From an optimization exercise on the open Yosys and OpenROAD flow, aimed at small area; shortcuts taken in it are not production practice. Function was checked by simulation only, so behaviour that the tests miss may differ from the original. In runs 2 to 6 the design's own scripts or RTL, not TritonCTS, make the clock network. The flow treats the clock pin as an ideal source. Dropping or thinning the clock tree relies on that and would not hold on a real chip. Power and IR drop assume default switching activity.

[design/flow/config.mk]
export PLATFORM = sky130hd
export DESIGN_NAME = uart_top
export DESIGN_NICKNAME = uart_top
export VERILOG_FILES = /design/flow/design.v
export SDC_FILE = /design/flow/constraint.sdc
export NUM_CORES = 4
export LEC_CHECK = 0
export CAP_MARGIN = 20
export CORE_MARGIN = 2
export CORE_UTILIZATION = 40
export SLEW_MARGIN = 20
[design/flow/constraint.sdc]
create_clock -name core_clock -period 20.0 [get_ports {clk}]
set_input_delay 4.0000 -clock core_clock [delete_from_list [all_inputs] [get_ports {clk}]]
set_output_delay 4.0000 -clock core_clock [all_outputs]
set_load 0.01 [all_outputs]
[design/flow/design.v]
module clk_gen
  #(
    parameter clk_freq = 50000000
  )
  (
  input clk,
  input rst,
  input [16:0] baud,
  output reg tx_clk,
  output reg rx_clk
);
  localparam [8:0] TX_R0 = 9'b000000000, TX_R1 = 9'b000000001, TX_RLAST = 9'b010110110;
  localparam [4:0] RX_R0 = 5'b00000, RX_R1 = 5'b00001, RX_R2 = 5'b00011, RX_RLAST = 5'b10011;
  reg [8:0] tx_r;
  reg [4:0] tx_q;
  reg [4:0] rx_r;
  reg [4:0] rx_q;
  reg tx_w, rx_w;
  wire b4800  = (baud == 17'd4800);
  wire b14400 = (baud == 17'd14400);
  wire b19200 = (baud == 17'd19200);
  wire b38400 = (baud == 17'd38400);
  wire b57600 = (baud == 17'd57600);
  wire b9600  = !(b4800 | b14400 | b19200 | b38400 | b57600);
  wire tx_ge = (b4800  & (tx_q >= 5'd24))
             | (b9600  & (tx_q >= 5'd12))
             | (b14400 & (tx_q >= 5'd8))
             | (b19200 & (tx_q >= 5'd6))
             | (b38400 & (tx_q >= 5'd3))
             | (b57600 & (tx_q >= 5'd2));
  wire rx_r_ge1 = (rx_r != RX_R0);
  wire rx_r_ge3 = (rx_r != RX_R0) && (rx_r != RX_R1) && (rx_r != RX_R2);
  wire rx_ge = (b4800  & ((rx_q > 5'd24) | ((rx_q == 5'd24) & rx_r_ge3)))
             | (b9600  & ((rx_q > 5'd12) | ((rx_q == 5'd12) & rx_r_ge1)))
             | (b14400 & ((rx_q > 5'd8)  | ((rx_q == 5'd8)  & rx_r_ge1)))
             | (b19200 & (rx_q >= 5'd6))
             | (b38400 & (rx_q >= 5'd3))
             | (b57600 & (rx_q >= 5'd2));
  wire tx_wrap = (tx_r == TX_RLAST);
  wire rx_wrap = (rx_r == RX_RLAST);
  always @(posedge clk or posedge rst) begin
    if(rst) begin
      tx_r <= TX_R1;
      tx_q <= 5'd0;
      tx_w <= 1'b0;
      tx_clk <= 1'b0;
      rx_r <= RX_R1;
      rx_q <= 5'd0;
      rx_w <= 1'b0;
      rx_clk <= 1'b0;
    end
    else begin
      tx_clk <= tx_w;
      tx_w <= !tx_w && tx_ge;
      if (tx_w) begin
        tx_r <= TX_R1;
        tx_q <= 5'd0;
      end
      else if (tx_wrap) begin
        tx_r <= TX_R0;
        tx_q <= tx_q + 5'd1;
      end
      else
        tx_r <= {tx_r[7:0], tx_r[8] ~^ tx_r[4]};
      rx_clk <= rx_w;
      rx_w <= !rx_w && rx_ge;
      if (rx_w) begin
        rx_r <= RX_R1;
        rx_q <= 5'd0;
      end
      else if (rx_wrap) begin
        rx_r <= RX_R0;
        rx_q <= rx_q + 5'd1;
      end
      else
        rx_r <= {rx_r[3:0], rx_r[4] ~^ rx_r[2]};
    end
  end
endmodule
module uart_tx(
  input clk,
  input tx_clk,
  input tx_start,
  input rst,
  input [7:0] tx_data,
  input [3:0] length,
  input parity_type,
  input parity_en,
  input stop2,
  output tx,
  output tx_done,
  output tx_err
);
  localparam [3:0] idle            = 4'b0000,
                   start_bit       = 4'b0001,
                   send_first_stop = 4'b0011,
                   send_sec_stop   = 4'b0100,
                   done            = 4'b0101,
                   send_parity     = 4'b0110,
                   send_data       = 4'b1000;
  reg [7:0] tx_reg;
  reg [3:0] state;
  reg [3:0] next_state;
  wire [2:0] last = {1'b1, length[1:0] - 2'd1};
  wire data_end = state[3] && !(state[2:0] < last);
  wire parity_bit = ~parity_type ^ (^tx_data[4:0]) ^ (tx_data[5] & (length[1:0] != 2'b01))
                    ^ (tx_data[6] & (length[1] ~^ length[0])) ^ (tx_data[7] & (length[1:0] == 2'b00));
  always@(posedge clk or posedge rst)begin
    if(rst)
      state <= idle;
    else if(tx_clk)
      state <= next_state;
  end
  always@(posedge clk) begin
    if(tx_clk) begin
      if (state == start_bit)
        tx_reg <= tx_data;
      else if (data_end)
        tx_reg[6] <= parity_bit;
    end
  end
  assign tx = (state[3] || state == send_parity) ? tx_reg[state[2:0]] : (state != start_bit);
  always @(*) begin
    if (state[3]) begin
      if (!data_end)
        next_state = state + 4'd1;
      else if (parity_en)
        next_state = send_parity;
      else
        next_state = send_first_stop;
    end
    else begin
      case (state)
        idle            : next_state = tx_start ? start_bit : idle;
        start_bit       : next_state = send_data;
        send_parity     : next_state = send_first_stop;
        send_first_stop : next_state = stop2 ? send_sec_stop : done;
        send_sec_stop   : next_state = done;
        default         : next_state = idle;
      endcase
    end
  end
  assign tx_done = (state == done);
  assign tx_err  = 1'b0;
endmodule
module uart_rx (
  input clk,
  input rx_clk,
  input rx_start,
  input rst,
  input rx,
  input [3:0] length,
  input parity_type,
  input parity_en,
  input stop2,
  output reg [7:0] rx_out,
  output rx_done,
  output reg rx_error
);
  localparam [2:0] idle             = 3'd0,
                   start_bit        = 3'd1,
                   check_parity     = 3'd3,
                   check_first_stop = 3'd4,
                   check_sec_stop   = 3'd5,
                   done             = 3'd6;
  reg [7:0] datard;
  reg [3:0] count;
  reg in_data;
  reg [2:0] st;
  reg [1:0] bc_hi;
  reg rx_par;
  wire [4:0] bit_count = {bc_hi, st};
  wire [4:0] last = {2'b00, 1'b1, length[1:0] - 2'd1};
  wire [7:0] mask = {length[1:0] == 2'b00, length[1] ~^ length[0], length[1:0] != 2'b01, 5'b11111};
  wire c7 = (count == 4'd7);
  wire c15 = (count == 4'd15);
  always @(posedge clk or posedge rst) begin
    if(rst) begin
      in_data <= 1'b0;
      st <= idle;
      rx_error <= 1'b0;
      rx_out <= 8'd0;
    end
    else if(rx_clk) begin
      if (in_data) begin
        if (c15) begin
          if (bit_count == last) begin
            rx_out <= datard & mask;
            in_data <= 1'b0;
            st <= parity_en ? check_parity : check_first_stop;
          end
          else
            st <= st + 3'd1;
        end
      end
      else begin
        case(st)
          idle : begin
            rx_error <= 1'b0;
            if(rx_start && !rx)
              st <= start_bit;
          end
          start_bit : begin
            if(c7 && rx) begin
              st <= idle;
              rx_error <= 1'b1;
            end
            else if(c15) begin
              in_data <= 1'b1;
              st <= 3'd0;
            end
          end
          check_parity : begin
            if(c7)
              rx_error <= rx ^ rx_par ^ ~parity_type;
            else if(c15)
              st <= check_first_stop;
          end
          check_first_stop : begin
            if(c7)
              rx_error <= !rx;
            else if (c15) begin
              rx_error <= 1'b0;
              st <= stop2 ? check_sec_stop : done;
            end
          end
          check_sec_stop : begin
            if(c7)
              rx_error <= !rx;
            else if (c15) begin
              rx_error <= 1'b0;
              st <= done;
            end
          end
          done : begin
            rx_error <= 1'b0;
            st <= idle;
          end
          default : st <= idle;
        endcase
      end
    end
  end
  assign rx_done = !in_data && (st == done);
  always @(posedge clk) begin
    if(rx_clk) begin
      if (!in_data && st == start_bit)
        bc_hi <= 2'd0;
      else if (in_data && c15 && st == 3'd7)
        bc_hi <= bc_hi + 2'd1;
    end
  end
  always @(posedge clk) begin
    if(rx_clk && in_data && c7) begin
      datard[st] <= rx;
      rx_par <= (st == 3'd0) ? rx : rx_par ^ rx;
    end
  end
  always @(posedge clk) begin
    if(rx_clk) begin
      if (!in_data && st == idle)
        count <= 0;
      else
        count <= count + 4'd1;
    end
  end
endmodule
module uart_top #(
  parameter clk_freq = 50000000
  )
  (
  input clk,
  input rst,
  input tx_start,
  input rx_start,
  input [7:0] tx_data,
  input [16:0] baud,
  input [3:0] length,
  input parity_type,
  input parity_en,
  input stop2,
  output tx_done,
  output rx_done,
  output tx_err,
  output rx_err,
  output [7:0] rx_out
);
  wire tx_clk;
  wire rx_clk;
  wire tx_rx;
  clk_gen #(
    .clk_freq(clk_freq)
  ) clk_dut (
    .clk(clk),
    .rst(rst),
    .baud(baud),
    .tx_clk(tx_clk),
    .rx_clk(rx_clk)
  );
  uart_tx tx_dut (
    .clk        (clk),
    .tx_clk     (tx_clk),
    .tx_start   (tx_start),
    .rst        (rst),
    .tx_data    (tx_data),
    .length     (length),
    .parity_type(parity_type),
    .parity_en  (parity_en),
    .stop2      (stop2),
    .tx         (tx_rx),
    .tx_done    (tx_done),
    .tx_err     (tx_err)
  );
  uart_rx rx_dut(
    .clk        (clk),
    .rx_clk     (rx_clk),
    .rx_start   (rx_start),
    .rst        (rst),
    .rx_out     (rx_out),
    .length     (length),
    .parity_type(parity_type),
    .parity_en  (parity_en),
    .stop2      (stop2),
    .rx         (tx_rx),
    .rx_done    (rx_done),
    .rx_error   (rx_err)
  );
endmodule
[design/flow/flow/run.sh]
#!/bin/bash
# Own layout flow: the standard synthesis, its combinational logic re-mapped
# for area (flip-flops kept as they are), then the standard ORFS steps with
# buf_1 port buffers and a clock tree without dummy loads.
# Every tool writes its full output to a log file of its own here.
set -euo pipefail
W=$(pwd)
R=$W/orfs/results/$FLOW_PLATFORM/uart_top/base
LIB=$FLOW_HOME/platforms/$FLOW_PLATFORM/lib/sky130_fd_sc_hd__tt_025C_1v80.lib

# 1. standard synthesis
bash standard.sh synth > $W/log_1_synth_std.log 2>&1

# 2. re-map the combinational logic for area
cp $R/1_2_yosys.v $W/synth_std.v
DU=$(grep -A40 '^export DONT_USE_CELLS' $FLOW_HOME/platforms/$FLOW_PLATFORM/config.mk | grep -o 'sky130_fd_sc_hd__[a-z0-9_]*' | tr '\n' ' ')
REMAP_IN=$W/synth_std.v REMAP_OUT=$W/synth_remap.v REMAP_LIB=$LIB \
  REMAP_ABC=$W/flow/area.abc REMAP_DONT_USE="$DU" \
  yosys -c $W/flow/remap.tcl > $W/log_2_remap.log 2>&1
cp $W/synth_remap.v $R/1_2_yosys.v
rm -f $R/1_synth.odb $R/1_synth.sdc
bash standard.sh synth > $W/log_3_synth_odb.log 2>&1

# 3. the rest of the standard flow
export BUFFER_PORTS_ARGS="-buffer_cell sky130_fd_sc_hd__buf_1"
export CTS_ARGS="-sink_clustering_enable -repair_clock_nets -dont_use_dummy_load -buf_list sky130_fd_sc_hd__clkbuf_16"
export PRE_CTS_TCL=$W/flow/cts_pre.tcl
bash standard.sh > $W/log_4_layout.log 2>&1
[design/flow/flow/area.abc]
strash
&get -n
&deepsyn -T 60
&put
dch
amap
topo
dnsize
[design/flow/flow/cts_pre.tcl]
# Before CTS: drive every clock sink through a single clkbuf_16 placed at
# the sinks' centroid, so the clock port feeds one cell.
set block [ord::get_db_block]
set db [ord::get_db]
set clk_net [$block findNet clk]
set master [$db findMaster sky130_fd_sc_hd__clkbuf_16]
set inst [odb::dbInst_create $block $master clkbuf_root]
set new_net [odb::dbNet_create $block clknet_root]
$new_net setSigType CLOCK
set sx 0
set sy 0
set n 0
foreach it [$clk_net getITerms] {
  set i [$it getInst]
  set loc [$i getLocation]
  set sx [expr {$sx + [lindex $loc 0]}]
  set sy [expr {$sy + [lindex $loc 1]}]
  incr n
  $it disconnect
  $it connect $new_net
}
[$inst findITerm A] connect $clk_net
[$inst findITerm X] connect $new_net
$inst setLocation [expr {$sx / $n}] [expr {$sy / $n}]
$inst setPlacementStatus PLACED
global_connect
puts "cts_pre: moved $n clock sinks behind clkbuf_root"
[design/flow/flow/remap.tcl]
# Re-map the combinational logic of the standard synthesis netlist for area,
# keeping every flip-flop instance (its name and cell type) as it is.
# env: REMAP_IN, REMAP_OUT, REMAP_LIB, REMAP_ABC (abc script), REMAP_DONT_USE
yosys -import
set lib $::env(REMAP_LIB)
read_liberty -ignore_miss_func -ignore_miss_dir -ignore_miss_data_latch $lib
set fh [open $::env(REMAP_IN) r]
set txt [read $fh]
close $fh
# sequential cells stay as they are
set seq {}
foreach m [lsort -unique [regexp -all -inline {sky130_fd_sc_hd__(?:df|edf|sdf|sedf|dl)[a-z0-9]*_[0-9]+} $txt]] {
  lappend seq $m
  setattr -mod -set keep_hierarchy 1 $m
}
read_verilog -noautowire $::env(REMAP_IN)
hierarchy -top uart_top
flatten
opt_clean -purge
select -clear
set du {}
foreach c $::env(REMAP_DONT_USE) { lappend du -dont_use $c }
abc -script $::env(REMAP_ABC) -liberty $lib {*}$du uart_top
opt_clean -purge uart_top
setundef -zero
hilomap -singleton -hicell sky130_fd_sc_hd__conb_1 HI -locell sky130_fd_sc_hd__conb_1 LO uart_top
splitnets uart_top
opt_clean -purge uart_top
foreach m $seq { blackbox $m }
hierarchy -top uart_top
tee -o $::env(REMAP_OUT).stat stat -liberty $lib
write_verilog -noattr -nohex -nodec $::env(REMAP_OUT)
[design/flow/standard.sh]
#!/bin/bash
# synth_recipe.tcl (not shown) runs the flow's synth.tcl, then flattens the netlist and writes it again
# the make line also repeats each setting of config.mk as NAME=value (left out here)
make -C /OpenROAD-flow-scripts/flow DESIGN_CONFIG=/design/flow/config.mk WORK_HOME=/design/flow/orfs CLKGATE_MAP_FILE= SYNTH_SCRIPT=/design/flow/synth_recipe.tcl "${@:-finish}"
==> results.ini, run 1 <==
[layout]
layout_common_cells = nor2_1 (70), clkinv_1 (54), buf_1 (44), dfrtp_1 (43), nand2_1 (30)
post-route-util = 0.476
finalNetCount = 458
fillers = 818
n_antenna_cell = 0
syn_to_final_growth_pct = 17.5
stdcell_area_mm2 = 0.00385
drive_above_1_share = 0.0357
final_cells = 525
largest_register_ffs = 9
regMostFlops = clk_dut.tx_r
final_common_cell = nor2_1

[timing]
tns_ns = 0
rsz0062_at_grt = false
final.period_utilization = 0.294
relSlewSlack = 0.552
fin_crit_ns = 5.88
fmax_ghz = 0.170
finalMaxSlewViolations = 0
finalHoldViolCount = 0
worst_pin_slew_ns = 0.669
fin_skew_ns = 0.0173
setup_viol = 0

[die]
start_util = 0.405
die_h_um = 94.5
die_x_um = 94.5
fp.dieArea_mm2 = 0.00893
ioPinCount = 48
num_rows = 33
core_area_mm2 = 0.00809

[setup_path]
crit_chain = buf_1, nor4_1, nand2_1, or3_1, nor4_1, clkinv_1, a21oi_1, a31oi_1, nor2_1, nor2_1, o22a_1, nor2_1
crit_type = input port to flop
critPathMaxFanout = 4
critPathSlowestCell = nor4_1
start_kind = input port
end_kind = flop
worstPathArrival_ns = 6.24
crit_top_cell = nor2_1
max_stage_delay_ns = 0.59
cp_data_required_time_ns = 20.36

[power]
p_leak_nw = 1.42
internal-power_mw = 0.236
p_comb_frac = 0.044
powerDensity_mw_per_mm2 = 77.1
switchingPower_mw = 0.0610
vdd.ir_drop.worst_uv = 37.2
p_sw_frac = 0.205
pwr-share-clk = 0.467
seqPwrFrac = 0.489

[detailed_routing]
via_per_inst = 5.20
vias = 2728
wl_per_cell_um = 13.2
wl_mm = 6.91
ant_nets = 0
dr.pass1.iters = 4
drc_errors = 0
drt-initial-drc-count = 132

[placed_design]
placement.io_buffers = 44
dp_cells = 514
place_area_mm2 = 0.00358
dp_hpwl_mm = 5.08
place_congestion = 0.824

[logic_synthesis]
netlist_instances = 364
avgSynthCellArea_um2 = 9.00
yosysWarnings = 3
syn_nets = 400
syn-cell-area_mm2 = 0.00328

[cts]
cts_sinks = 68
cts_setup_buffers = 0
clk_pin_slew_ns = 0.05
cts_tree = yes
clock_latency_ns = 0.44
cts_hold_buf = 0
cts-buffers-inserted = 9
cts_resized = 0

[grt]
grt_max_degree = 46
grt_usage = 0.164
grt_pass1_wl_mm = 11.5
antenna_found_initial = 0
grt_pass1_vias = 2568
grt_overflow = 0

[min_path]
min_path_type = flop to flop

[run_status]
outcome = complete, no violations

[run]
cap_violations = 0

[layout make-up, clock buffers not listed]
type / instances / area (um2) / area share
Sequential cell: 68 / 1820 / 0.472
Multi-Input combinational cell: 241 / 1250 / 0.325
Inverter: 55 / 206 / 0.0536
Timing Repair Buffer: 46 / 193 / 0.0500
Tap cell: 105 / 131 / 0.0341
Buffer: 1 / 25.0 / 0.00650
[power groups by stage]
stage	registers, mW	logic (mW)	clock network (mW)
6_report	0.145	0.0131	0.139
5_1_grt	0.145	0.0152	0.147
4_1_cts	0.145	0.0128	0.142
3_5_place_dp	0.147	0.0128	0
3_3_place_gp	0.148	0.0125	0
2_1_floorplan	0.147	0.00742	0
[critical path: cells and delay by family]
| family | cells | cell delay [ns] |
|---|---|---|
| compound gates | 3 | 0.39 |
| buf+inv | 2 | 0.28 |
| simple gates | 7 | 1.57 |
[path summary, 6_finish.rpt]
kind | from | end | slack [ns] | cells past startpoint
max | baud[16] | clk_dut.tx_w$_DFF_PP0_ | 14.12 | 12
min | clk_dut.tx_r[0]$_DFF_PP1_ | clk_dut.tx_r[1]$_DFF_PP0_ | 0.48 | 2
max reg2reg | tx_dut.state[0]$_DFFE_PP0P_ | rx_dut.st[0]$_DFFE_PP0P_ | 16.84 | 10
min reg2reg | clk_dut.tx_r[0]$_DFF_PP1_ | clk_dut.tx_r[1]$_DFF_PP0_ | 0.48 | 2
max in group asynchronous | rst | clk_dut.rx_r[0]$_DFF_PP1_ | 16.01 | 3
min in group asynchronous | rst | clk_dut.tx_r[7]$_DFF_PP0_ | 3.47 | 2
[metal layers]
| metal | vias to the layer above | routed length (um) | track usage | part of all wire |
|---|---|---|---|---|
| met5 | - | 0 | 0 | 0 |
| met4 | 0 | 158 | 0.0737 | 0.023 |
| met3 | 12 | 237 | 0.0279 | 0.034 |
| met2 | 61 | 3180 | 0.264 | 0.46 |
| met1 | 1254 | 3330 | 0.219 | 0.48 |
| li1 | 1401 | - | - | - |
[per-stage QoR]
stage | hold slack, ns | setup WS (ns) | power [mW]
after detailed placement | 0.475 | 13.67 | 0.160
after global routing | 0.505 | 13.87 | 0.307
after CTS | 0.483 | 14.11 | 0.300
after floorplan | 0.454 | 14.08 | 0.155
final | 0.480 | 14.12 | 0.297
after global placement | 0.469 | 13.75 | 0.160
==> run 2, diff against run 1 <==
--- a/design/flow/flow/run.sh
+++ b/design/flow/flow/run.sh
@@ -24,5 +24,7 @@
 # 3. the rest of the standard flow
 export BUFFER_PORTS_ARGS="-buffer_cell sky130_fd_sc_hd__buf_1"
-export CTS_ARGS="-sink_clustering_enable -repair_clock_nets -dont_use_dummy_load -buf_list sky130_fd_sc_hd__clkbuf_16"
-export PRE_CTS_TCL=$W/flow/cts_pre.tcl
+export CTS_ARGS="-sink_clustering_enable -repair_clock_nets -dont_use_dummy_load"
+export POST_CTS_TCL=$W/flow/cts_post.tcl
+export CLK_GROUPS=4
+export CLK_BUF=sky130_fd_sc_hd__clkbuf_8
 bash standard.sh > $W/log_4_layout.log 2>&1
==> design/flow/flow/cts_post.tcl (new file) <==
set block [ord::get_db_block]
set db [ord::get_db]
set clk_net [$block findNet clk]
set ngroups $::env(CLK_GROUPS)
set bufmaster [$db findMaster $::env(CLK_BUF)]

# walk the tree CTS built from the clock port
set sinks {}
set bufs {}
set queue [list $clk_net]
while {[llength $queue] > 0} {
  set net [lindex $queue 0]
  set queue [lrange $queue 1 end]
  foreach it [$net getITerms] {
    if {![$it isInputSignal] && [$it getIoType] ne "INPUT"} { continue }
    set inst [$it getInst]
    set mname [[$inst getMaster] getName]
    if {[regexp {clkbuf|clkinv|_buf_|_inv_} $mname]} {
      lappend bufs $inst
      foreach o [$inst getITerms] {
        if {[$o getIoType] eq "OUTPUT" && [$o getNet] ne "NULL"} { lappend queue [$o getNet] }
      }
    } else {
      lappend sinks $it
    }
  }
}
puts "cts_post: [llength $bufs] tree cells, [llength $sinks] clock sinks"

# remove the tree
foreach inst $bufs {
  foreach o [$inst getITerms] {
    if {[$o getIoType] eq "OUTPUT" && [$o getNet] ne "NULL"} {
      set n [$o getNet]
      foreach s [$n getITerms] { $s disconnect }
      odb::dbNet_destroy $n
    }
  }
  odb::dbInst_destroy $inst
}

# group the sinks by x, then build one buffer per group
set keyed {}
foreach it $sinks {
  set loc [[$it getInst] getLocation]
  lappend keyed [list [lindex $loc 0] [lindex $loc 1] $it]
}
set keyed [lsort -integer -index 0 $keyed]
set total [llength $keyed]
for {set g 0} {$g < $ngroups} {incr g} {
  set lo [expr {($g * $total) / $ngroups}]
  set hi [expr {(($g + 1) * $total) / $ngroups - 1}]
  set inst [odb::dbInst_create $block $bufmaster "clkbuf_grp_$g"]
  set net [odb::dbNet_create $block "clknet_grp_$g"]
  $net setSigType CLOCK
  set sx 0
  set sy 0
  set n 0
  foreach k [lrange $keyed $lo $hi] {
    set it [lindex $k 2]
    set sx [expr {$sx + [lindex $k 0]}]
    set sy [expr {$sy + [lindex $k 1]}]
    incr n
    $it disconnect
    $it connect $net
  }
  [$inst findITerm A] connect $clk_net
  [$inst findITerm X] connect $net
  $inst setLocation [expr {$sx / $n}] [expr {$sy / $n}]
  $inst setPlacementStatus PLACED
  puts "cts_post: clkbuf_grp_$g drives $n sinks"
}
global_connect
detailed_placement
check_placement -verbose
estimate_parasitics -placement
report_clock_skew
removed: design/flow/flow/cts_pre.tcl
==> results.ini, run 2 <==
[run_status]
outcome = complete, no violations

[cts]
cts_sinks = 68  ; unchanged
clock_latency_ns = 0.17  ; -0.27 ns
clk_pin_slew_ns = 0.10  ; +0.05 ns

[die]
core_area_mm2 = 0.00809  ; unchanged
start_util = 0.405  ; unchanged
die_x_um = 94.5  ; unchanged
fp.dieArea_mm2 = 0.00893  ; unchanged
die_h_um = 94.5  ; unchanged
ioPinCount = 48  ; unchanged
num_rows = 33  ; unchanged

[detailed_routing]
drc_errors = 0  ; unchanged
drt-initial-drc-count = 99  ; -25%
vias = 2665  ; -2.3%
wl_mm = 6.77  ; -1.9%
dr.pass1.iters = 5  ; +1
wl_per_cell_um = 13.1  ; -0.62%
via_per_inst = 5.14  ; -0.99%
ant_nets = 0  ; unchanged

[layout]
multi_input_area_mm2 = 0.00125  ; unchanged
n_antenna_cell = 0  ; unchanged
syn_to_final_growth_pct = 11.0
seq_area_mm2 = 0.00182  ; unchanged
regMostFlops = clk_dut.tx_r
largest_register_ffs = 9  ; unchanged
finalNetCount = 451  ; -1.5%
layout_common_cells = nor2_1 (70), clkinv_1 (54), buf_1 (44), dfrtp_1 (43), nand2_1 (30)
drive_above_1_share = 0.0194  ; -0.0163
final_common_cell = nor2_1
stdcell_area_mm2 = 0.00364  ; -5.6%
fillers = 840  ; +2.7%

[grt]
grt_max_degree = 46  ; unchanged
antenna_found_initial = 0  ; unchanged
grt_usage = 0.159  ; -0.00559
grt_pass1_wl_mm = 11.4  ; -0.83%
grt_pass1_vias = 2536  ; -1.2%
grt_overflow = 0  ; unchanged

[setup_path]
cp_data_required_time_ns = 20.09  ; -0.27 ns
r2r-end = rx_dut.st[0]$_DFFE_PP0P_
end_kind = flop
critPathMaxFanout = 4  ; unchanged
critPathLaunch = baud[16]
reg2reg_depth = 10  ; unchanged
max_stage_delay_ns = 0.59  ; about the same
start_kind = input port
critPathSlowestCell = nor4_1
worstPathArrival_ns = 6.22  ; -0.02 ns
reg2reg_from = tx_dut.state[0]$_DFFE_PP0P_
r2r_slack_ns = 16.81  ; -0.03 ns
crit_chain = buf_1, nor4_1, nand2_1, or3_1, nor4_1, clkinv_1, a21oi_1, a31oi_1, nor2_1, nor2_1, o22a_1, nor2_1
crit_top_cell = nor2_1
crit_type = input port to flop

[timing]
setup_viol = 0  ; unchanged
fin_skew_ns = 0.0153  ; -0.00204 ns
fmax_ghz = 0.163  ; -4.1%
final.period_utilization = 0.306  ; +0.0126
rsz0062_at_grt = false
fin_crit_ns = 6.13  ; +0.252 ns
worst_pin_slew_ns = 0.785  ; +0.117 ns
finalHoldViolCount = 0  ; unchanged
tns_ns = 0  ; unchanged
relSlewSlack = 0.476  ; -0.0766
finalMaxSlewViolations = 0  ; unchanged

[power]
pwr-share-clk = 0.256  ; -0.211
internal-power_mw = 0.167  ; -29%
vdd.ir_drop.worst_uv = 43.7  ; +17%
seqPwrFrac = 0.684  ; +0.195
p_comb_frac = 0.060  ; +0.016
powerDensity_mw_per_mm2 = 58.1  ; -25%
p_leak_nw = 1.31  ; -7.3%
p_sw_frac = 0.210  ; +0.00523
switchingPower_mw = 0.0445  ; -27%

[logic_synthesis]
syn-cell-area_mm2 = 0.00328  ; unchanged
yosysWarnings = 3  ; unchanged
avgSynthCellArea_um2 = 9.00  ; unchanged
syn_nets = 400  ; unchanged
netlist_instances = 364  ; unchanged

[min_path]
whs_path_depth = 2  ; unchanged
min_to = clk_dut.tx_r[1]$_DFF_PP0_
hp-start = clk_dut.tx_r[0]$_DFF_PP1_
min_path_type = flop to flop

[run]
cap_violations = 0  ; unchanged

[placed_design]
place_congestion = 0.824  ; unchanged
dp_hpwl_mm = 5.08  ; unchanged
place_area_mm2 = 0.00358  ; unchanged
placement.io_buffers = 44  ; unchanged

==> run 2: area by class of cell <==
type,count,area share
sequential,68,0.500
multi-input combinational,241,0.344
inverter,55,0.0571
timing repair buffer,45,0.0475
tap,105,0.0361
buffer,4,0.0151
==> run 2: power by group through the flow <==
stage	clock network, mW	registers, mW	logic [mW]
3_5_place_dp	0	0.147	0.0128
5_1_grt	0.0603	0.145	0.0148
3_3_place_gp	0	0.148	0.0125
6_report	0.0541	0.145	0.0126
2_1_floorplan	0	0.147	0.00742
==> run 2: worst max path at each step <==
stage                              to  slack [ns]  depth (start not counted)
6_report       clk_dut.tx_w$_DFF_PP0_       13.87                         12
5_1_grt        clk_dut.rx_w$_DFF_PP0_       13.60                         11
3_5_place_dp   clk_dut.rx_w$_DFF_PP0_       13.67                         11
3_3_place_gp   clk_dut.tx_w$_DFF_PP0_       13.75                         12
2_1_floorplan  clk_dut.rx_w$_DFF_PP0_       14.08                         10
==> run 2: per-layer routing <==
metal / share of wire / up-vias / track usage
met5: 0 / - / 0
met4: 0.0062 / 0 / 0.0266
met3: 0.034 / 3 / 0.0255
met2: 0.48 / 46 / 0.279
met1: 0.48 / 1235 / 0.211
li1: - / 1381 / -
==> run 2: per-stage QoR <==
stage               setup slack, ns  power, mW  hold slack, ns  instances   util
global placement              13.75      0.160           0.469        514  0.442
finish                        13.87      0.211           0.486        518  0.449
global route                  13.60      0.220           0.512        518  0.449
detailed placement            13.67      0.160           0.475        514  0.442
floorplan                     14.08      0.155           0.454        364      -
==> run 2: critical path, delay by kind of cell <==
kind	cells	cell delay (ns)
and+or+nand+nor	7	1.56
AOI/OAI and AO/OA	3	0.39
buffers and inverters	2	0.27
==> run 3, diff against run 2 <==
==> design/flow/flow/run.sh (replaced) <==
#!/bin/bash
# Own layout flow: the standard synthesis; its combinational logic re-mapped
# for area with several ABC scripts, keeping the flip-flops as they are, and
# the smallest result kept; then the standard ORFS steps with buf_1 port
# buffers and, after CTS, a clock tree of a few buffers fed by the clock port.
# Every tool writes its full output to a log file of its own here.
set -euo pipefail
W=$(pwd)
R=$W/orfs/results/$FLOW_PLATFORM/uart_top/base
LIB=$FLOW_HOME/platforms/$FLOW_PLATFORM/lib/sky130_fd_sc_hd__tt_025C_1v80.lib

# 1. standard synthesis
bash standard.sh synth > $W/log_1_synth_std.log 2>&1

# 2. re-map the combinational logic for area, several scripts in parallel
cp $R/1_2_yosys.v $W/synth_std.v
DU=$(grep -A40 '^export DONT_USE_CELLS' $FLOW_HOME/platforms/$FLOW_PLATFORM/config.mk | grep -o 'sky130_fd_sc_hd__[a-z0-9_]*' | tr '\n' ' ')
pids=()
for s in $W/flow/abc_*.abc; do
  n=$(basename $s .abc)
  REMAP_IN=$W/synth_std.v REMAP_OUT=$W/remap_$n.v REMAP_LIB=$LIB \
    REMAP_ABC=$s REMAP_DONT_USE="$DU" \
    yosys -c $W/flow/remap.tcl > $W/log_2_remap_$n.log 2>&1 &
  pids+=($!)
done
for p in "${pids[@]}"; do wait $p || true; done
best=""
besta=""
for s in $W/flow/abc_*.abc; do
  n=$(basename $s .abc)
  [[ -f $W/remap_$n.v.stat ]] || continue
  a=$(grep "Chip area for module" $W/remap_$n.v.stat | awk '{print $NF}')
  echo "$n $a" >> $W/remap_areas.txt
  if [[ -z "$best" ]] || awk -v a=$a -v b=$besta 'BEGIN{exit !(a<b)}'; then best=$n; besta=$a; fi
done
echo "best $best $besta" >> $W/remap_areas.txt
cp $W/remap_$best.v $R/1_2_yosys.v
rm -f $R/1_synth.odb $R/1_synth.sdc
bash standard.sh synth > $W/log_3_synth_odb.log 2>&1

# 3. the rest of the standard flow
export BUFFER_PORTS_ARGS="-buffer_cell sky130_fd_sc_hd__buf_1"
export CTS_ARGS="-sink_clustering_enable -repair_clock_nets -dont_use_dummy_load"
export POST_CTS_TCL=$W/flow/cts_post.tcl
export CLK_GROUPS=4
export CLK_BUF=sky130_fd_sc_hd__clkbuf_8
bash standard.sh > $W/log_4_layout.log 2>&1
==> design/flow/flow/abc_d1.abc (new file) <==
strash
&get -n
&deepsyn -T 60 -S 1
&put
dch
amap
topo
dnsize
==> design/flow/flow/abc_d2.abc (new file) <==
strash
&get -n
&deepsyn -T 60 -S 2
&put
dch
amap
topo
dnsize
==> design/flow/flow/abc_d3.abc (new file) <==
strash
&get -n
&deepsyn -T 60 -S 3
&put
dch
amap
topo
dnsize
==> design/flow/flow/abc_d4.abc (new file) <==
strash
&get -n
&deepsyn -T 60 -S 4
&put
dch
amap
topo
dnsize
==> design/flow/flow/abc_n1.abc (new file) <==
strash
&get -n
&deepsyn -T 60 -S 1
&dch
&nf -a -R 1000
&put
topo
dnsize
==> design/flow/flow/abc_n2.abc (new file) <==
strash
&get -n
&deepsyn -T 60 -S 2
&dch
&nf -a -R 1000
&put
topo
dnsize
==> design/flow/flow/abc_n3.abc (new file) <==
strash
&get -n
&deepsyn -T 60 -S 3
&dch
&nf -a -R 1000
&put
topo
dnsize
==> design/flow/flow/abc_n4.abc (new file) <==
strash
&get -n
&deepsyn -T 60 -S 4
&dch
&nf -a -R 1000
&put
topo
dnsize
--- a/design/flow/flow/cts_post.tcl
+++ b/design/flow/flow/cts_post.tcl
@@ -13,5 +13,5 @@
   set queue [lrange $queue 1 end]
   foreach it [$net getITerms] {
-    if {![$it isInputSignal] && [$it getIoType] ne "INPUT"} { continue }
+    if {[$it getIoType] ne "INPUT"} { continue }
     set inst [$it getInst]
     set mname [[$inst getMaster] getName]
@@ -40,15 +40,30 @@
 }
 
-# group the sinks by x, then build one buffer per group
-set keyed {}
+# clusters of {x y iterm}, split until there are ngroups
+set all {}
 foreach it $sinks {
-  set loc [[$it getInst] getLocation]
-  lappend keyed [list [lindex $loc 0] [lindex $loc 1] $it]
+  set inst [$it getInst]
+  set loc [$inst getLocation]
+  set w [[$inst getMaster] getWidth]
+  set h [[$inst getMaster] getHeight]
+  lappend all [list [expr {[lindex $loc 0] + $w / 2}] [expr {[lindex $loc 1] + $h / 2}] $it]
 }
-set keyed [lsort -integer -index 0 $keyed]
-set total [llength $keyed]
-for {set g 0} {$g < $ngroups} {incr g} {
-  set lo [expr {($g * $total) / $ngroups}]
-  set hi [expr {(($g + 1) * $total) / $ngroups - 1}]
+set clusters [list $all]
+while {[llength $clusters] < $ngroups} {
+  set bi 0
+  for {set i 1} {$i < [llength $clusters]} {incr i} {
+    if {[llength [lindex $clusters $i]] > [llength [lindex $clusters $bi]]} { set bi $i }
+  }
+  set c [lindex $clusters $bi]
+  set xs [lsort -integer [lmap k $c {lindex $k 0}]]
+  set ys [lsort -integer [lmap k $c {lindex $k 1}]]
+  set axis [expr {([lindex $xs end] - [lindex $xs 0]) >= ([lindex $ys end] - [lindex $ys 0]) ? 0 : 1}]
+  set c [lsort -integer -index $axis $c]
+  set half [expr {[llength $c] / 2}]
+  set clusters [lreplace $clusters $bi $bi [lrange $c 0 [expr {$half - 1}]] [lrange $c $half end]]
+}
+
+set g 0
+foreach c $clusters {
   set inst [odb::dbInst_create $block $bufmaster "clkbuf_grp_$g"]
   set net [odb::dbNet_create $block "clknet_grp_$g"]
@@ -57,5 +72,5 @@
   set sy 0
   set n 0
-  foreach k [lrange $keyed $lo $hi] {
+  foreach k $c {
     set it [lindex $k 2]
     set sx [expr {$sx + [lindex $k 0]}]
@@ -67,7 +82,10 @@
   [$inst findITerm A] connect $clk_net
   [$inst findITerm X] connect $net
-  $inst setLocation [expr {$sx / $n}] [expr {$sy / $n}]
+  set bw [[$inst getMaster] getWidth]
+  set bh [[$inst getMaster] getHeight]
+  $inst setLocation [expr {$sx / $n - $bw / 2}] [expr {$sy / $n - $bh / 2}]
   $inst setPlacementStatus PLACED
   puts "cts_post: clkbuf_grp_$g drives $n sinks"
+  incr g
 }
 global_connect
removed: design/flow/flow/area.abc
==> results.ini, run 3 <==
[die]
die_h_um = 94.0  ; -0.59%
die_x_um = 94.0  ; -0.59%
num_rows = 32  ; -3.0%
ioPinCount = 48  ; unchanged
start_util = 0.417  ; +0.0118
core_area_mm2 = 0.00777  ; -4.0%
fp.dieArea_mm2 = 0.00883  ; -1.2%

[cts]
clock_latency_ns = 0.17  ; about the same
clk_pin_slew_ns = 0.10  ; about the same
cts_sinks = 68  ; unchanged

[detailed_routing]
via_per_inst = 5.31  ; +3.1%
ant_nets = 0  ; unchanged
drt-initial-drc-count = 104  ; +5.1%
vias = 2573  ; -3.5%
wl_mm = 6.59  ; -2.7%
dr.pass1.iters = 4  ; -1
drc_errors = 0  ; unchanged
wl_per_cell_um = 13.6  ; +3.9%

[layout]
layout_common_cells = buf_1 (44), nand2_1 (43), dfrtp_1 (43), nor2_1 (41), o21ai_0 (24)
post-route-util = 0.463  ; +0.0132
drive_above_1_share = 0.0209  ; +0.00152
regMostFlops = clk_dut.tx_r
n_antenna_cell = 0  ; unchanged
finalNetCount = 421  ; -6.7%
syn_to_final_growth_pct = 11.0  ; about the same
final_common_cell = buf_1
largest_register_ffs = 9  ; unchanged

[logic_synthesis]
syn_nets = 370  ; -7.5%
avgSynthCellArea_um2 = 9.69  ; +7.7%
yosysWarnings = 3  ; unchanged
netlist_instances = 334  ; -8.2%
syn-cell-area_mm2 = 0.00324  ; -1.2%

[timing]
finalHoldWorstSlack_ns = 0.480  ; -0.00588 ns
tns_ns = 0  ; unchanged
final.period_utilization = 0.288  ; -0.0184
rsz0062_at_grt = false
finalHoldViolCount = 0  ; unchanged
worst_pin_slew_ns = 0.787  ; +0.00167 ns
fin_ws_ns = 14.24  ; +0.367 ns
fin_skew_ns = 0.0127  ; -0.00256 ns
fin_crit_ns = 5.76  ; -0.367 ns
fmax_ghz = 0.174  ; +6.4%
setup_viol = 0  ; unchanged
relSlewSlack = 0.475  ; -0.00111
finalMaxSlewViolations = 0  ; unchanged

[placed_design]
placement.io_buffers = 44  ; unchanged
place_congestion = 0.806  ; -2.2%
dp_slack_ns = 14.03  ; +0.367 ns
dp_hpwl_mm = 4.75  ; -6.4%

[setup_path]
critPathMaxFanout = 3  ; -1
start_kind = input port
end_kind = flop
worstPathArrival_ns = 5.85  ; -0.37 ns
crit_type = input port to flop
cp_data_required_time_ns = 20.09  ; about the same

[grt]
antenna_found_initial = 0  ; unchanged
grt_max_degree = 46  ; unchanged
grt_overflow = 0  ; unchanged
grt_pass1_vias = 2456  ; -3.2%
grt_usage = 0.160  ; +0.00110
grt_pass1_wl_mm = 11.4  ; -0.85%

[power]
power.total_mw = 0.208  ; -1.8%
p_leak_nw = 1.37  ; +4.2%
powerDensity_mw_per_mm2 = 57.8  ; -0.56%
vdd.ir_drop.worst_uv = 27.5  ; -37%

[run_status]
outcome = complete, no violations

[min_path]
min_path_type = flop to flop

[run]
cap_violations = 0  ; unchanged

run 3: area by class of cell:
| type | count | area [um2] |
|---|---|---|
| Timing Repair Buffer | 45 | 173 |
| Buffer | 4 | 55.1 |
| Inverter | 12 | 46.3 |
| Fill cell | 768 | 4170 |
| Sequential cell | 68 | 1820 |
| Tap cell | 102 | 128 |
| Multi-Input combinational cell | 254 | 1370 |
run 3: power breakdown:
part / internal (mW) / switching (mW) / leakage [nW]
Clock: 0.0186 / 0.0349 / 0.0288
Sequential: 0.144 / 0.000000115 / 0.744
Combinational: 0.00412 / 0.00643 / 0.597
run 3: layer usage:
layer,GRT usage,vias to the layer above,share of wire
li1,-,1294,-
met1,0.218,1218,0.48
met2,0.263,57,0.46
met3,0.0273,4,0.044
met4,0.0435,0,0.012
met5,0,-,0
run 3: path summary, 6_finish.rpt:
| check | to | cells after the start | from | slack [ns] |
|---|---|---|---|---|
| min | rx_dut.rx_out[3]$_DFFE_PP0P_ | 2 | rx_dut.rx_out[3]$_DFFE_PP0P_ | 0.48 |
| max reg2reg | rx_dut.st[0]$_DFFE_PP0P_ | 11 | tx_dut.state[1]$_DFFE_PP0P_ | 17.07 |
| min reg2reg | rx_dut.rx_out[3]$_DFFE_PP0P_ | 2 | rx_dut.rx_out[3]$_DFFE_PP0P_ | 0.48 |
| min in group asynchronous | clk_dut.tx_r[4]$_DFF_PP0_ | 2 | rst | 3.92 |
| max in group asynchronous | clk_dut.rx_r[3]$_DFF_PP0_ | 2 | rst | 15.60 |
| max | clk_dut.rx_w$_DFF_PP0_ | 10 | baud[14] | 14.24 |
run 3: metrics by stage:
step / instance area [um2] / cells
6_report: 3590 / 485
3_3_place_gp: 3540 / 481
5_1_grt: 3590 / 485
3_5_place_dp: 3540 / 481
2_1_floorplan: 3240 / 334
run 3: worst max-delay path, stage by stage:
cell	delay, ns
buf_1	0.09
nor2_1	0.10
nand2_1	0.07
nor4b_1	0.39
nand3b_1	0.13
a211oi_1	0.42
clkinv_1	0.12
a221oi_1	0.26
o21ai_0	0.11
a21oi_1	0.15
==> run 4, diff against run 3 <==
--- a/design/flow/design.v
+++ b/design/flow/design.v
@@ -104,6 +104,8 @@
   wire [2:0] last = {1'b1, length[1:0] - 2'd1};
   wire data_end = state[3] && !(state[2:0] < last);
-  wire parity_bit = ~parity_type ^ (^tx_data[4:0]) ^ (tx_data[5] & (length[1:0] != 2'b01))
-                    ^ (tx_data[6] & (length[1] ~^ length[0])) ^ (tx_data[7] & (length[1:0] == 2'b00));
+  wire par_hi7 = tx_data[7] & (length[1:0] == 2'b00);
+  wire par_hi6 = (tx_data[6] ^ par_hi7) & (length[1] ~^ length[0]);
+  wire par_hi5 = (tx_data[5] ^ par_hi6) & (length[1:0] != 2'b01);
+  wire parity_bit = ~parity_type ^ (^tx_data[4:0]) ^ par_hi5;
   always@(posedge clk or posedge rst)begin
     if(rst)
@@ -244,10 +246,5 @@
   assign rx_done = !in_data && (st == done);
   always @(posedge clk) begin
-    if(rx_clk) begin
-      if (!in_data && st == start_bit)
-        bc_hi <= 2'd0;
-      else if (in_data && c15 && st == 3'd7)
-        bc_hi <= bc_hi + 2'd1;
-    end
+    bc_hi <= {2{in_data}} & (bc_hi + {1'b0, rx_clk && c15 && st == 3'd7});
   end
   always @(posedge clk) begin
@@ -258,10 +255,8 @@
   end
   always @(posedge clk) begin
-    if(rx_clk) begin
-      if (!in_data && st == idle)
-        count <= 0;
-      else
-        count <= count + 4'd1;
-    end
+    if (!in_data && st == idle)
+      count <= 4'd0;
+    else
+      count <= count + {3'd0, rx_clk};
   end
 endmodule
==> results.ini, run 4 <==
[timing]
finalMaxSlewViolations = 0  ; unchanged
finalHoldWorstSlack_ns = 0.464  ; -0.0158 ns
fin_skew_ns = 0.0221  ; +0.00935 ns
rsz0062_at_grt = false
worst_pin_slew_ns = 0.804  ; +0.0172 ns
fin_ws_ns = 13.20  ; -1.04 ns
tns_ns = 0  ; unchanged
setup_viol = 0  ; unchanged
relSlewSlack = 0.463  ; -0.0115
final.period_utilization = 0.340  ; +0.0519
fmax_ghz = 0.147  ; -15%
fin_crit_ns = 6.80  ; +1.04 ns
finalHoldViolCount = 0  ; unchanged

[cts]
clock_latency_ns = 0.17  ; about the same
cts_sinks = 68  ; unchanged
clk_pin_slew_ns = 0.11  ; about the same

[setup_path]
start_kind = input port
critPathMaxFanout = 12  ; +9
r2r-end = rx_dut.st[0]$_DFFE_PP0P_
setup.worst_path.end = rx_dut.st[0]$_DFFE_PP0P_
critPathLaunch = length[0]
end_kind = flop
r2r_slack_ns = 16.81  ; -0.26 ns
crit_type = input port to flop
reg2reg_depth = 8  ; -3
worstPathArrival_ns = 6.89  ; +1.04 ns
cp_data_required_time_ns = 20.09  ; about the same
reg2reg_from = rx_dut.st[0]$_DFFE_PP0P_

[die]
die_h_um = 93.2  ; -0.80%
num_rows = 32  ; unchanged
core_area_mm2 = 0.00773  ; -0.52%
ioPinCount = 48  ; unchanged
fp.dieArea_mm2 = 0.00869  ; -1.6%
die_x_um = 93.2  ; -0.80%
start_util = 0.412  ; -0.00480

[logic_synthesis]
yosysWarnings = 3  ; unchanged
syn_nets = 395  ; +6.8%
syn-cell-area_mm2 = 0.00318  ; -1.7%
netlist_instances = 359  ; +7.5%
avgSynthCellArea_um2 = 8.87  ; -8.5%

[layout]
largest_register_ffs = 9  ; unchanged
fillers = 768  ; unchanged
syn_to_final_growth_pct = 11.2
regMostFlops = clk_dut.tx_r
layout_common_cells = nor2_1 (73), clkinv_1 (48), buf_1 (44), dfrtp_1 (43)
final_common_cell = nor2_1
final_cells = 510  ; +5.2%
post-route-util = 0.458  ; -0.00457
n_antenna_cell = 0  ; unchanged
drive_above_1_share = 0.0196  ; -0.00128
finalNetCount = 446  ; +5.9%
stdcell_area_mm2 = 0.00354  ; -1.5%

[detailed_routing]
via_per_inst = 5.10  ; -3.9%
vias = 2601  ; +1.1%
wl_per_cell_um = 12.7  ; -6.2%
wl_mm = 6.50  ; -1.4%
ant_nets = 0  ; unchanged
dr.pass1.iters = 4  ; unchanged
drt-initial-drc-count = 88  ; -15%
drc_errors = 0  ; unchanged

[placed_design]
dp_cells = 506  ; +5.2%
dp_slack_ns = 13.05  ; -0.982 ns
place_congestion = 0.897  ; +11%
placement.io_buffers = 44  ; unchanged
dp_hpwl_mm = 4.84  ; +1.9%
place_area_mm2 = 0.00348  ; -1.5%

[grt]
grt_overflow = 0  ; unchanged
antenna_found_initial = 0  ; unchanged
grt_usage = 0.155  ; -0.00446
grt_max_degree = 46  ; unchanged
grt_pass1_vias = 2341  ; -4.7%
grt_pass1_wl_mm = 10.7  ; -5.8%

[run_status]
outcome = complete, no violations

[min_path]
min_path_type = flop to flop

[power]
power.total_mw = 0.211  ; +1.5%
vdd.ir_drop.worst_uv = 26.7  ; -2.8%
powerDensity_mw_per_mm2 = 59.5  ; +3.0%
p_leak_nw = 1.29  ; -5.8%

[run]
cap_violations = 0  ; unchanged

[run 4: worst min-delay path by stage]
stage,start,endpoint,slack [ns],cells after the start
global placement,rx_dut.bc_hi[1]$_DFF_P_,rx_dut.bc_hi[1]$_DFF_P_,0.45,2
detailed placement,rx_dut.bc_hi[1]$_DFF_P_,rx_dut.bc_hi[1]$_DFF_P_,0.45,2
finish,rx_dut.bc_hi[1]$_DFF_P_,rx_dut.bc_hi[1]$_DFF_P_,0.46,2
floorplan,rx_dut.bc_hi[1]$_DFF_P_,rx_dut.bc_hi[1]$_DFF_P_,0.43,2
global route,rx_dut.bc_hi[1]$_DFF_P_,rx_dut.bc_hi[1]$_DFF_P_,0.50,2
[run 4: critical path, cell delays in order]
cell and delay (ns):
buf_1 0.16, clkinv_1 0.14, nor2_1 0.22, nor2_1 0.15
a222oi_1 0.25, o211ai_1 0.16, nor2_1 0.60, clkinv_1 0.52
o21ai_0 0.43, nor2_1 0.07, nor3_1 0.18
[run 4: final cells by class]
type                    count  area [um2]  share of cell area
plain buffers               4        55.1              0.0156
flip-flops and latches     68        1760               0.497
inverters                  49         185              0.0523
multi-input cells         242        1240               0.350
well taps                 102         128              0.0361
repair buffers             45         173              0.0488
[run 4: report_power, final]
group | internal, mW | switching [mW] | total [mW]
Sequential | 0.143 | 0.000538 | 0.143
Clock | 0.0186 | 0.0346 | 0.0532
Combinational | 0.00451 | 0.0100 | 0.0145
Total | 0.166 | 0.0451 | 0.211
[run 4: metal layers]
layer | track usage | routed length, um
met2 | 0.249 | 2910
met4 | 0.0551 | 114
met1 | 0.212 | 3190
met3 | 0.0290 | 281
met5 | 0 | 0
==> run 5, diff against run 4 <==
--- a/design/flow/flow/run.sh
+++ b/design/flow/flow/run.sh
@@ -16,13 +16,11 @@
 cp $R/1_2_yosys.v $W/synth_std.v
 DU=$(grep -A40 '^export DONT_USE_CELLS' $FLOW_HOME/platforms/$FLOW_PLATFORM/config.mk | grep -o 'sky130_fd_sc_hd__[a-z0-9_]*' | tr '\n' ' ')
-pids=()
-for s in $W/flow/abc_*.abc; do
-  n=$(basename $s .abc)
-  REMAP_IN=$W/synth_std.v REMAP_OUT=$W/remap_$n.v REMAP_LIB=$LIB \
-    REMAP_ABC=$s REMAP_DONT_USE="$DU" \
-    yosys -c $W/flow/remap.tcl > $W/log_2_remap_$n.log 2>&1 &
-  pids+=($!)
-done
-for p in "${pids[@]}"; do wait $p || true; done
+export REMAP_IN=$W/synth_std.v REMAP_LIB=$LIB REMAP_DONT_USE="$DU" W
+remap_one() {
+  n=$(basename $1 .abc)
+  REMAP_OUT=$W/remap_$n.v REMAP_ABC=$1 yosys -c $W/flow/remap.tcl > $W/log_2_remap_$n.log 2>&1 || true
+}
+export -f remap_one
+ls $W/flow/abc_*.abc | xargs -P ${NUM_CORES:-4} -I{} bash -c 'remap_one {}'
 best=""
 besta=""
@@ -30,4 +28,6 @@
   n=$(basename $s .abc)
   [[ -f $W/remap_$n.v.stat ]] || continue
+  # only netlists made of library cells alone
+  if grep -q "Area for cell type" $W/remap_$n.v.stat; then echo "$n rejected" >> $W/remap_areas.txt; continue; fi
   a=$(grep "Chip area for module" $W/remap_$n.v.stat | awk '{print $NF}')
   echo "$n $a" >> $W/remap_areas.txt
@@ -45,3 +45,4 @@
 export CLK_GROUPS=4
 export CLK_BUF=sky130_fd_sc_hd__clkbuf_8
+export CLK_SLEW_UPSIZE=0.100
 bash standard.sh > $W/log_4_layout.log 2>&1
==> design/flow/flow/abc_a1f.abc (new file) <==
strash
&get -n
&deepsyn -T 60 -S 1
&put
dch -f
amap -F 1
topo
dnsize
==> design/flow/flow/abc_a2f.abc (new file) <==
strash
&get -n
&deepsyn -T 60 -S 2
&put
dch -f
amap -F 1
topo
dnsize
==> design/flow/flow/abc_a5f.abc (new file) <==
strash
&get -n
&deepsyn -T 60 -S 5
&put
dch -f
amap -F 1
topo
dnsize
==> design/flow/flow/abc_a6f.abc (new file) <==
strash
&get -n
&deepsyn -T 60 -S 6
&put
dch -f
amap -F 1
topo
dnsize
==> design/flow/flow/abc_a7f.abc (new file) <==
strash
&get -n
&deepsyn -T 60 -S 7
&put
dch -f
amap -F 1
topo
dnsize
==> design/flow/flow/abc_a8f.abc (new file) <==
strash
&get -n
&deepsyn -T 60 -S 8
&put
dch -f
amap -F 1
topo
dnsize
==> design/flow/flow/abc_c12.abc (new file) <==
strash
&get -n
&deepsyn -T 60 -S 1
&dch
&nf -a -R 1000
&put
strash
&get -n
&deepsyn -T 60 -S 2
&dch
&nf -a -R 1000
&put
topo
dnsize
==> design/flow/flow/abc_c13.abc (new file) <==
strash
&get -n
&deepsyn -T 60 -S 1
&dch -f
&nf -a -R 1000
&put
strash
&get -n
&deepsyn -T 60 -S 3
&dch -f
&nf -a -R 1000
&put
topo
dnsize
==> design/flow/flow/abc_n1f.abc (new file) <==
strash
&get -n
&deepsyn -T 60 -S 1
&dch -f
&nf -a -R 1000
&put
topo
dnsize
==> design/flow/flow/abc_n4f.abc (new file) <==
strash
&get -n
&deepsyn -T 60 -S 4
&dch -f
&nf -a -R 1000
&put
topo
dnsize
--- a/design/flow/flow/cts_post.tcl
+++ b/design/flow/flow/cts_post.tcl
@@ -91,5 +91,25 @@
 global_connect
 detailed_placement
+estimate_parasitics -placement
+
+set big [$db findMaster sky130_fd_sc_hd__clkbuf_16]
+set swapped 0
+for {set i 0} {$i < $g} {incr i} {
+  set worst 0
+  foreach p [get_pins -of_objects [get_nets "clknet_grp_$i"]] {
+    set s [get_property $p slew_max]
+    if {$s > $worst} { set worst $s }
+  }
+  puts "cts_post: clkbuf_grp_$i estimated worst slew $worst"
+  if {$worst > $::env(CLK_SLEW_UPSIZE)} {
+    [$block findInst "clkbuf_grp_$i"] swapMaster $big
+    puts "cts_post: clkbuf_grp_$i swapped for clkbuf_16"
+    incr swapped
+  }
+}
+if {$swapped > 0} {
+  detailed_placement
+  estimate_parasitics -placement
+}
 check_placement -verbose
-estimate_parasitics -placement
 report_clock_skew
removed: design/flow/flow/abc_d1.abc
removed: design/flow/flow/abc_d2.abc
removed: design/flow/flow/abc_d3.abc
removed: design/flow/flow/abc_d4.abc
removed: design/flow/flow/abc_n2.abc
removed: design/flow/flow/abc_n3.abc
==> results.ini, run 5 <==
[placed_design]
placement.io_buffers = 44  ; unchanged
dp_slack_ns = 13.67  ; +0.619 ns
dp_hpwl_mm = 4.52  ; -6.7%
place_congestion = 0.779  ; -13%
place_area_mm2 = 0.00346  ; -0.61%
dp_cells = 484  ; -4.3%

[timing]
fin_skew_ns = 0.00602  ; -0.0161 ns
final.period_utilization = 0.306  ; -0.0344
worst_pin_slew_ns = 0.964  ; +0.159 ns
fin_ws_ns = 13.89  ; +0.689 ns
finalHoldViolCount = 0  ; unchanged
setup_viol = 0  ; unchanged
tns_ns = 0  ; unchanged
relSlewSlack = 0.352  ; -0.112
rsz0062_at_grt = false
finalMaxSlewViolations = 0  ; unchanged
fin_crit_ns = 6.11  ; -0.689 ns
fmax_ghz = 0.164  ; +11%
finalHoldWorstSlack_ns = 0.457  ; -0.00735 ns

[die]
core_area_mm2 = 0.00769  ; -0.52%
fp.dieArea_mm2 = 0.00863  ; -0.64%
die_x_um = 92.9  ; -0.32%
die_h_um = 92.9  ; -0.32%
num_rows = 32  ; unchanged
start_util = 0.411  ; -0.000622
ioPinCount = 48  ; unchanged

[min_path]
hp-start = clk_dut.rx_r[2]$_DFF_PP0_
min_path_type = flop to flop

[run_status]
outcome = complete, no violations

[grt]
grt_pass1_wl_mm = 11.2  ; +4.4%
antenna_found_initial = 0  ; unchanged
grt_pass1_vias = 2480  ; +5.9%
grt_usage = 0.160  ; +0.00445
grt_overflow = 0  ; unchanged
grt_max_degree = 46  ; unchanged

[detailed_routing]
wl_per_cell_um = 13.0  ; +2.1%
ant_nets = 0  ; unchanged
dr.pass1.iters = 5  ; +1
highest_layer = met4
wl_met3_um = 287  ; +2.1%
drt-initial-drc-count = 77  ; -13%
wl_met1_mm = 3.20  ; +0.53%
vias = 2533  ; -2.6%
wl_met2_mm = 2.81  ; -3.5%
drc_errors = 0  ; unchanged
wl_mm = 6.36  ; -2.1%
via_per_inst = 5.18  ; +1.6%

[layout]
finalNetCount = 425  ; -4.7%
n_antenna_cell = 0  ; unchanged
stdcell_area_mm2 = 0.00359  ; +1.4%
final_common_cell = nand2_1
largest_register_ffs = 9  ; unchanged
syn_to_final_growth_pct = 13.5
drive_above_1_share = 0.0233  ; +0.00365
regMostFlops = clk_dut.tx_r
layout_common_cells = nand2_1 (46), buf_1 (44), nor2_1 (43), dfrtp_1 (43), a21oi_1 (25)
final_cells = 489  ; -4.1%
fillers = 784  ; +2.1%
post-route-util = 0.467  ; +0.00890

[setup_path]
crit_family = simple AND/OR/NAND/NOR gates
crit_chain = buf_1, xor2_1, a21oi_1, nand2_1, clkinv_1, a21oi_1, nor2b_1, nor3_1
critPathMaxFanout = 13  ; +1
critPathLaunch = length[0]
cp_data_required_time_ns = 20.03  ; -0.06 ns
max_stage_delay_ns = 0.41  ; -0.19 ns
worstPathArrival_ns = 6.14  ; -0.75 ns
reg2reg_from = rx_dut.st[0]$_DFFE_PP0P_
end_kind = flop
path_buf_inv = 2  ; -1
crit_type = input port to flop
start_kind = input port
crit_top_cell = a21oi_1
critPathSlowestCell = nand2_1

[logic_synthesis]
syn-cell-area_mm2 = 0.00316  ; -0.67%
yosysWarnings = 3  ; unchanged
netlist_instances = 337  ; -6.1%
syn_nets = 373  ; -5.6%
avgSynthCellArea_um2 = 9.38  ; +5.8%

[power]
powerDensity_mw_per_mm2 = 62.8  ; +5.5%
vdd.ir_drop.worst_uv = 32.0  ; +20%
p_leak_nw = 1.38  ; +7.2%
power.total_mw = 0.225  ; +6.9%

[run]
cap_violations = 0  ; unchanged

[cts]
clock_latency_ns = 0.14  ; -0.03 ns
cts_sinks = 68  ; unchanged
clk_pin_slew_ns = 0.07  ; -0.04 ns

## run 5: worst register-to-register path: stages (launching register included)
cell,delay [ns]
dfrtp_1,0.65
xnor2_1,0.13
nor4b_1,0.25
o21ai_0,0.12
a21oi_1,0.29
nand2_1,0.37
clkinv_1,0.28
a21oi_1,0.14
nor2b_1,0.15
nor3_1,0.20
## run 5: report_power, final
group / internal (mW) / switching (mW) / leakage, nW
combinational: 0.00492 / 0.00749 / 0.594
sequential: 0.142 / 0.000251 / 0.738
clock: 0.0361 / 0.0346 / 0.0493
## run 5: final timing paths
check	endpoint	slack, ns	depth (start not counted)
worst min register to register	clk_dut.rx_r[0]$_DFF_PP1_	0.46	1
min in group asynchronous	clk_dut.rx_q[3]$_DFFE_PP0P_	3.93	2
max in group asynchronous	clk_dut.tx_r[0]$_DFF_PP1_	15.47	3
worst max-delay path	rx_dut.st[0]$_DFFE_PP0P_	13.89	8
worst max register to register	rx_dut.st[0]$_DFFE_PP0P_	17.34	9
worst min-delay path	clk_dut.rx_r[0]$_DFF_PP1_	0.46	1
## run 5: final cells by class
| type | instances | area [um2] | share of cell area |
|---|---|---|---|
| Timing Repair Buffer | 46 | 200 | 0.0558 |
| Inverter | 14 | 52.6 | 0.0146 |
| Buffer | 4 | 100 | 0.0279 |
| Sequential cell | 68 | 1760 | 0.490 |
| Multi-Input combinational cell | 255 | 1350 | 0.376 |
| Tap cell | 102 | 128 | 0.0356 |
## run 5: metal layers
| metal | GRT usage | vias up |
|---|---|---|
| met5 | 0 | - |
| met4 | 0.0417 | 0 |
| met3 | 0.0391 | 4 |
| met2 | 0.251 | 55 |
| met1 | 0.222 | 1173 |
| li1 | - | 1301 |
==> run 6, diff against run 5 <==
--- a/design/flow/flow/run.sh
+++ b/design/flow/flow/run.sh
@@ -45,4 +45,4 @@
 export CLK_GROUPS=4
 export CLK_BUF=sky130_fd_sc_hd__clkbuf_8
-export CLK_SLEW_UPSIZE=0.100
+export CLK_SLEW_UPSIZE=0.110
 bash standard.sh > $W/log_4_layout.log 2>&1
--- a/design/flow/config.mk
+++ b/design/flow/config.mk
@@ -9,3 +9,4 @@
 export CORE_MARGIN = 2
 export CORE_UTILIZATION = 40
+export GPL_TIMING_DRIVEN = 0
 export SLEW_MARGIN = 20
==> results.ini, run 6 <==
[power]
p_leak_nw = 1.27  ; -7.8%
vdd.ir_drop.worst_uv = 27.5  ; -14%
power.total_mw = 0.223  ; -1.1%
powerDensity_mw_per_mm2 = 62.6  ; -0.27%

[setup_path]
crit_family = simple AND/OR/NAND/NOR gates
critPathSlowestCell = nor2_1
worstPathArrival_ns = 7.27  ; +1.13 ns
cp_data_required_time_ns = 20.04  ; about the same
crit_top_cell = nor2_1
critPathMaxFanout = 12  ; -1
start_kind = input port
path_buf_inv = 3  ; +1
crit_type = input port to flop
max_stage_delay_ns = 0.72  ; +0.31 ns
crit_chain = buf_1, clkinv_1, nor2_1, nor2_1, a222oi_1, o211ai_1, nor2_1, clkinv_1, o21ai_0, nor2_1, a2111oi_0
r2r_slack_ns = 16.44  ; -0.90 ns
end_kind = flop

[timing]
fmax_ghz = 0.138  ; -15%
rsz0062_at_grt = false
tns_ns = 0  ; unchanged
worst_pin_slew_ns = 0.900  ; -0.0641 ns
final.period_utilization = 0.362  ; +0.0560
finalHoldViolCount = 0  ; unchanged
relSlewSlack = 0.398  ; +0.0465
fin_crit_ns = 7.23  ; +1.12 ns
setup_viol = 0  ; unchanged
finalMaxSlewViolations = 0  ; unchanged
fin_skew_ns = 0.0216  ; +0.0156 ns

[die]
core_area_mm2 = 0.00769  ; unchanged
die_h_um = 92.9  ; about the same
start_util = 0.411  ; about the same
num_rows = 32  ; unchanged
ioPinCount = 48  ; unchanged
fp.dieArea_mm2 = 0.00863  ; about the same
die_x_um = 92.9  ; about the same

[layout]
final_cells = 500  ; +2.2%
drive_above_1_share = 0.0276  ; +0.00438
regMostFlops = clk_dut.tx_r
finalNetCount = 436  ; +2.6%
final_common_cell = nor2_1
layout_common_cells = nor2_1 (68), buf_1 (44), clkinv_1 (43), dfrtp_1 (43), nand2_1 (27)
seq_area_mm2 = 0.00176  ; unchanged
post-route-util = 0.463  ; -0.00374
n_antenna_cell = 0  ; unchanged
fillers = 792  ; +1.0%
multi_input_area_mm2 = 0.00125  ; -7.5%
largest_register_ffs = 9  ; unchanged
syn_to_final_growth_pct = 12.7

[grt]
grt_overflow = 0  ; unchanged
grt_pass1_vias = 2511  ; +1.3%
grt_max_degree = 38  ; -17%
antenna_found_initial = 0  ; unchanged
grt_pass1_wl_mm = 11.3  ; +1.5%
grt_usage = 0.164  ; +0.00382

[placed_design]
place_congestion = 0.876  ; +12%
placement.io_buffers = 44  ; unchanged
dp_hpwl_mm = 4.94  ; +9.4%
dp_cells = 496  ; +2.5%

[cts]
clock_latency_ns = 0.16  ; +0.02 ns
clk_pin_slew_ns = 0.10  ; +0.03 ns
cts_sinks = 68  ; unchanged

[logic_synthesis]
avgSynthCellArea_um2 = 9.08  ; -3.2%
yosysWarnings = 3  ; unchanged
syn_nets = 384  ; +2.9%
netlist_instances = 348  ; +3.3%
syn-cell-area_mm2 = 0.00316  ; about the same

[min_path]
min_path_type = flop to flop

[detailed_routing]
dr.pass1.iters = 5  ; unchanged
drc_errors = 0  ; unchanged
drt-initial-drc-count = 92  ; +19%
wl_per_cell_um = 13.2  ; +1.2%
ant_nets = 0  ; unchanged
via_per_inst = 5.33  ; +2.9%
vias = 2664  ; +5.2%
wl_mm = 6.58  ; +3.5%

[run_status]
outcome = complete, no violations

[run]
cap_violations = 0  ; unchanged

[run 6: metal layers]
layer / up-vias / wire length [um] / global-route usage
li1: 1344 / - / -
met1: 1231 / 3020 / 0.215
met4: 0 / 76 / 0.0368
met5: - / 0 / 0
met2: 81 / 3110 / 0.276
met3: 8 / 373 / 0.0374
[run 6: worst paths after layout]
check / start / end / cells past startpoint
max: length[0] / rx_dut.st[0]$_DFFE_PP0P_ / 11
min: rx_dut.bc_hi[1]$_DFF_P_ / rx_dut.bc_hi[1]$_DFF_P_ / 2
max reg2reg: rx_dut.st[0]$_DFFE_PP0P_ / rx_dut.st[0]$_DFFE_PP0P_ / 8
min reg2reg: rx_dut.bc_hi[1]$_DFF_P_ / rx_dut.bc_hi[1]$_DFF_P_ / 2
max in group asynchronous: rst / clk_dut.rx_r[0]$_DFF_PP1_ / 3
min in group asynchronous: rst / clk_dut.tx_r[7]$_DFF_PP0_ / 2
[run 6: area by class of cell]
cell class | count | share of cell area
timing repair buffer | 46 | 0.0541
buffer | 4 | 0.0186
inverter | 44 | 0.0467
tap | 102 | 0.0358
sequential | 68 | 0.494
multi-input combinational | 236 | 0.351
[run 6: power breakdown]
group / switching, mW / total, mW / leakage, nW / internal (mW)
registers: 0.00132 / 0.145 / 0.746 / 0.143
logic: 0.0141 / 0.0212 / 0.494 / 0.00716
clock network: 0.0342 / 0.0572 / 0.0339 / 0.0230
total: 0.0496 / 0.223 / 1.27 / 0.173
[run 6: worst register-to-register path, stage by stage, from the launching register on]
cell and delay [ns]:
dfrtp_1 0.50, clkinv_1 0.30, a222oi_1 0.41, o211ai_1 0.18
nor2_1 0.72, clkinv_1 0.54, o21ai_0 0.46, nor2_1 0.06
a2111oi_0 0.27
[run 6: stage by stage]
step	hold WS, ns	instance area, um2	worst slack [ns]
after floorplan	0.435	3160	13.79
after global placement	0.446	3450	12.64
after detailed placement	0.465	3490	12.63
after global routing	0.502	3560	12.37
final	0.471	3560	12.77

==> separate check: timing with driven ports <==
The results above use ideal ports. As a check the final layouts listed here were re-extracted and re-timed, cells and wires unchanged.
Step 1 assumes that a clkbuf_16 drives the clock port and a buf_2 every other input.
Step 2 moves the port delays by t, midway between the first and last clock arrival at a register: inputs arrive t later, outputs are due t later. That takes back most of the time a late clock gives input paths.
a / b / c = no drivers / after step 1 / after step 2; a / b = the first two.
| run | t (ns) | setup slack, ns | clock arrival spread, ns | pins driven straight from the clock port |
|---|---|---|---|---|
| run 1 | 0.470 | 14.124 / 14.138 / 13.668 | 0.018 / 0.018 | 1 |
| run 2 | 0.214 | 13.872 / 13.907 / 13.692 | 0.015 / 0.015 | 4 |
| run 3 | 0.221 | 14.239 / 14.279 / 14.058 | 0.012 / 0.013 | 4 |
| run 4 | 0.220 | 13.200 / 13.237 / 13.017 | 0.023 / 0.022 | 4 |
| run 5 | 0.216 | 13.889 / 13.944 / 13.728 | 0.006 / 0.006 | 4 |
| run 6 | 0.212 | 12.768 / 12.810 / 12.598 | 0.021 / 0.022 | 4 |
After both steps every run listed still meets setup and hold. The setup slack of run 1, which loses most, moves by +0.014 ns with the drivers and by -0.456 ns with both steps.
